This is an optimization exercise on Yosys and OpenROAD, whose aim is small area, not a production implementation.
Only simulation tests tie the RTL to the original design; equivalence was not proved.
The clock port is modelled as an ideal driver; clocking choices that lean on that would not hold on a real chip.
Power and IR drop assume default switching activity.

job 6912:
## TOP_MODULE
module TOP_MODULE(
    input CLK100MHZ,
    input rst,
    input SW,
    input BTNL, BTNR,
    output [7:0] AN,
    output CA,CB,CC,CD,CE,CF,CG, DP,
    output LED
    );
Size in the first run: about 310 cells after synthesis, about 70 flip-flops, ~2600 um2 of cells after synthesis.
export LEC_CHECK = 0
export CAP_MARGIN = 20
export CORE_MARGIN = 2
export CORE_UTILIZATION = 40
export PLACE_DENSITY = 0.6
export SLEW_MARGIN = 20
create_clock -name core_clock -period 10.0 [get_ports {CLK100MHZ}]
standard.sh (not shown) runs the stock make flow with config.mk's settings and CLKGATE_MAP_FILE= SYNTH_SCRIPT=/design/flow/synth_recipe.tcl, a recipe that flattens the netlist after the stock synthesis.
==> flow/flow/run.sh <==
#!/bin/bash
# Layout flow: the standard ORFS flow (standard.sh) with
#  - combinational logic mapped by ABC for area (flow/area.abc) and no separate
#    half/full-adder extraction; registers are untouched, so they keep the
#    standard synthesis's names and cells;
#  - port buffers of the smallest buffer cell;
#  - clock tree synthesis without dummy loads.
set -euo pipefail
W=$PWD
{
  echo 'proc abc {args} {'
  echo '  set i [lsearch -exact $args -script]'
  echo "  if {\$i >= 0} { set args [lreplace \$args [expr {\$i+1}] [expr {\$i+1}] $W/flow/area.abc] }"
  echo '  yosys abc {*}$args'
  echo '}'
  cat synth_recipe.tcl
} > my_synth.tcl
bash standard.sh SYNTH_SCRIPT=$W/my_synth.tcl ADDER_MAP_FILE= \
  BUFFER_PORTS_ARGS="-buffer_cell sky130_fd_sc_hd__buf_1" \
  CTS_ARGS="-sink_clustering_enable -repair_clock_nets -dont_use_dummy_load -buf_list sky130_fd_sc_hd__clkbuf_4 -sink_clustering_size 40 -sink_clustering_max_diameter 200" \
  POST_CTS_TCL=$W/flow/rootbuf.tcl \
  finish > standard.log 2>&1
==> flow/flow/area.abc <==
&get -n
&st
&dch
&nf -a -R 1000
&st
&dch
&nf -a -R 1000
&st
&dch
&nf -a -R 1000
&st
&dch
&nf -a -R 1000
&st
&dch
&nf -a -R 1000
&put
topo
==> flow/flow/rootbuf.tcl <==
# Give the clock tree's root buffer (the one the clock port drives) more drive,
# so the leaf buffers see sharp input edges.
set block [ord::get_db_block]
set clk_net [$block findNet CLK100MHZ]
foreach it [$clk_net getITerms] {
  set inst [$it getInst]
  if {[string match "sky130_fd_sc_hd__clkbuf*" [[$inst getMaster] getName]]} {
    $inst swapMaster [[ord::get_db] findMaster sky130_fd_sc_hd__clkbuf_8]
    puts "rootbuf: [$inst getName] -> sky130_fd_sc_hd__clkbuf_8"
  }
}
detailed_placement
check_placement -verbose
Job 6912 did not stop at any stage, and its layout met the timing, design-rule and antenna checks.
> inputs changed (job 6912 -> job 5609)
# job 6912
export LEC_CHECK = 0
export CAP_MARGIN = 20
export CORE_MARGIN = 2
export CORE_UTILIZATION = 40
export PLACE_DENSITY = 0.6
export SLEW_MARGIN = 20
create_clock -name core_clock -period 10.0 [get_ports {CLK100MHZ}]
# job 5609
export LEC_CHECK = 0
export CAP_MARGIN = 20
export CORE_MARGIN = 2
export CORE_UTILIZATION = 60
export PLACE_DENSITY = 0.75
export SLEW_MARGIN = 20
create_clock -name core_clock -period 10.0 [get_ports {CLK100MHZ}]
--- a/flow/flow/run.sh
+++ b/flow/flow/run.sh
@@ -19,4 +19,3 @@
   BUFFER_PORTS_ARGS="-buffer_cell sky130_fd_sc_hd__buf_1" \
   CTS_ARGS="-sink_clustering_enable -repair_clock_nets -dont_use_dummy_load -buf_list sky130_fd_sc_hd__clkbuf_4 -sink_clustering_size 40 -sink_clustering_max_diameter 200" \
-  POST_CTS_TCL=$W/flow/rootbuf.tcl \
   finish > standard.log 2>&1
removed: flow/flow/rootbuf.tcl
Notes after the runs:
Number of well taps: job 6912 and job 5609 compared, lower one is job 5609
Going from job 6912 to job 5609, number of global-route vias before repair shrank by a few percent.
The core of job 5609 is more densely filled than that of job 6912.
From job 5609 to job 6912, number of antenna diodes did not move at all.
Relative to job 6912, smallest setup slack after layout has increased by 0.071 ns in job 5609.
Taking job 6912 as the reference, in job 5609 number of cells after detailed placement lost 27; clock share of power lost 0.8 points; share of total power in combinational logic neither gained nor lost much; via count neither gained nor lost much.
Going from job 6912 to job 5609, reg2reg setup slack shrinks by 0.06 ns.
Job 5609 ends up with lower first-pass GRT wire length than job 6912 does.
For job 5684, these inputs were changed with respect to job 5609:
==> flow/flow/run.sh <==
#!/bin/bash
# Layout flow: the standard ORFS flow (standard.sh) with
#  - combinational logic mapped by ABC for area: abc runs once with each script
#    in flow/abc/ and the smallest mapping is kept; no separate half/full-adder
#    extraction. Registers are untouched, so they keep the standard synthesis's
#    names and cells;
#  - port buffers of the smallest buffer cell;
#  - clock tree synthesis without dummy loads, with clkbuf_4 buffers.
set -euo pipefail
W=$PWD
cat > my_synth.tcl <<EOF
# The standard flow's synthesis script (appended below), with abc run once per script in
# flow/abc/ and the smallest mapping kept.
proc abc {args} {
  set i [lsearch -exact \$args -script]
  set lib [lindex \$::env(LIB_FILES) 0]
  yosys design -save pre_abc
  set best ""
  foreach s [lsort [glob $W/flow/abc/*.abc]] {
    yosys design -load pre_abc
    yosys abc {*}[lreplace \$args [expr {\$i+1}] [expr {\$i+1}] \$s]
    set st [yosys tee -q -s result.string stat -liberty \$lib]
    regexp {Chip area for module[^:]*: ([0-9.]+)} \$st -> area
    puts "abc script [file tail \$s]: area \$area"
    if {\$best eq "" || \$area < \$best} {
      set best \$area
      set best_s \$s
      yosys design -save best_abc
    }
  }
  yosys design -load best_abc
  puts "abc: kept [file tail \$best_s] (area \$best)"
}
EOF
cat synth_recipe.tcl >> my_synth.tcl
bash standard.sh SYNTH_SCRIPT=$W/my_synth.tcl ADDER_MAP_FILE= \
  BUFFER_PORTS_ARGS="-buffer_cell sky130_fd_sc_hd__buf_1" \
  CTS_ARGS="-sink_clustering_enable -repair_clock_nets -dont_use_dummy_load -buf_list sky130_fd_sc_hd__clkbuf_4 -sink_clustering_size 40 -sink_clustering_max_diameter 200" \
  finish > standard.log 2>&1
==> flow/flow/abc/c7.abc (new file) <==
&get -n
&st
&dch
&nf -a -R 2000 -p
&put
topo
==> flow/flow/abc/d2.abc (new file) <==
&get -n
&st
&dch -f
&nf -a -R 2000 -p
&put
topo
==> flow/flow/abc/d6.abc (new file) <==
&get -n
&st
&dch
&nf -a -R 1000
&put
&get -n
&st
&dch
&nf -a -R 1000
&put
topo
==> flow/flow/abc/e2.abc (new file) <==
&get -n
&st
&dch
&nf -a -R 1000
&st
&dch
&nf -a -R 1000
&st
&dch
&nf -a -R 1000
&st
&dch
&nf -a -R 1000
&st
&dch
&nf -a -R 1000
&put
topo
==> flow/flow/abc/f2.abc (new file) <==
&get -n
&st
&dch
&nf -a -R 1000
&st
&dch
&nf -a -R 1000
&st
&dch
&nf -a -R 1000
&st
&dch
&nf -a -R 1000
&st
&dch
&nf -a -R 1000
&st
&dch
&nf -a -R 1000
&st
&dch
&nf -a -R 1000
&st
&dch
&nf -a -R 1000
&st
&dch
&nf -a -R 1000
&st
&dch
&nf -a -R 1000
&st
&dch
&nf -a -R 1000
&st
&dch
&nf -a -R 1000
&st
&dch
&nf -a -R 1000
&st
&dch
&nf -a -R 1000
&st
&dch
&nf -a -R 1000
&st
&dch
&nf -a -R 1000
&st
&dch
&nf -a -R 1000
&st
&dch
&nf -a -R 1000
&st
&dch
&nf -a -R 1000
&st
&dch
&nf -a -R 1000
&put
topo
==> flow/flow/abc/g1.abc (new file) <==
&get -n
&st
&dch
&nf -a -R 1000
&st
&dch
&nf -a -R 1000
&st
&dch
&nf -a -R 1000
&st
&dch
&nf -a -R 1000
&st
&dch
&nf -a -R 1000
&st
&dch
&nf -a -R 1000
&st
&dch
&nf -a -R 1000
&put
topo
==> flow/flow/abc/g3.abc (new file) <==
&get -n
&st
&dch
&nf -a -R 2000 -p
&st
&dch
&nf -a -R 2000 -p
&st
&dch
&nf -a -R 2000 -p
&st
&dch
&nf -a -R 2000 -p
&st
&dch
&nf -a -R 2000 -p
&put
topo
==> flow/flow/abc/g5.abc (new file) <==
&get -n
&st
&dch
&nf -a -R 500
&st
&dch
&nf -a -R 500
&st
&dch
&nf -a -R 500
&st
&dch
&nf -a -R 500
&st
&dch
&nf -a -R 500
&put
topo
==> flow/flow/abc/g6.abc (new file) <==
&get -n
&st
&dch
&nf -a -R 1000 -p
&st
&dch
&nf -a -R 1000 -p
&st
&dch
&nf -a -R 1000 -p
&st
&dch
&nf -a -R 1000 -p
&st
&dch
&nf -a -R 1000 -p
&st
&dch
&nf -a -R 1000 -p
&st
&dch
&nf -a -R 1000 -p
&st
&dch
&nf -a -R 1000 -p
&put
topo
removed: flow/flow/area.abc
- From job 5609 to job 5684, area occupied by registers did not move at all.
- Taking job 5609 as the reference, in job 5684 critical path data arrival time essentially unchanged, total power essentially unchanged, complex-gate fraction of the synthesized area essentially unchanged, synthesized area essentially unchanged, met2 global-route usage essentially unchanged.
- As far as number of buffers inserted by port buffering goes, job 5684 and job 5609 are indistinguishable; the numbers are identical.
- As far as share of cell area taken by flip-flops and latches goes, job 5609 and job 5684 are indistinguishable; the numbers are identical.
- Taking job 5609 as the reference, in job 5684 final layout net count flat, basic-gate share of the synthesized area counting and, or, nand and nor cells neither gained nor lost much.

-- port drivers added, routing unchanged --
Ports are ideal in the flow. The routed layouts listed here were re-timed in OpenROAD. Step 1, drivers: a clkbuf_16 drives CLK100MHZ and a buf_2 each remaining input, both assumed. Step 2 adds t to the input delays and takes it off the output delays; t is the mean of the earliest and latest rising clock arrival at the registers after step 1. Input paths then give back, and output paths get back, about the clock's delay inside the block. Slacks: no drivers / after step 1 / after step 2; pairs: no drivers / after step 1.
run | shift t [ns] | setup WS [ns] | worst setup path at the end
job 6912 | 0.353 | 3.801 / 3.779 / 3.779 | input to output
job 5609 | 0.410 | 3.872 / 3.852 / 3.852 | input to output
job 5684 | 0.410 | 3.872 / 3.852 / 3.852 | input to output
After both steps setup and hold are still met in every run listed. For job 6912, which loses most, drivers alone change the setup slack by -0.022 ns; drivers and shift together by -0.022 ns.
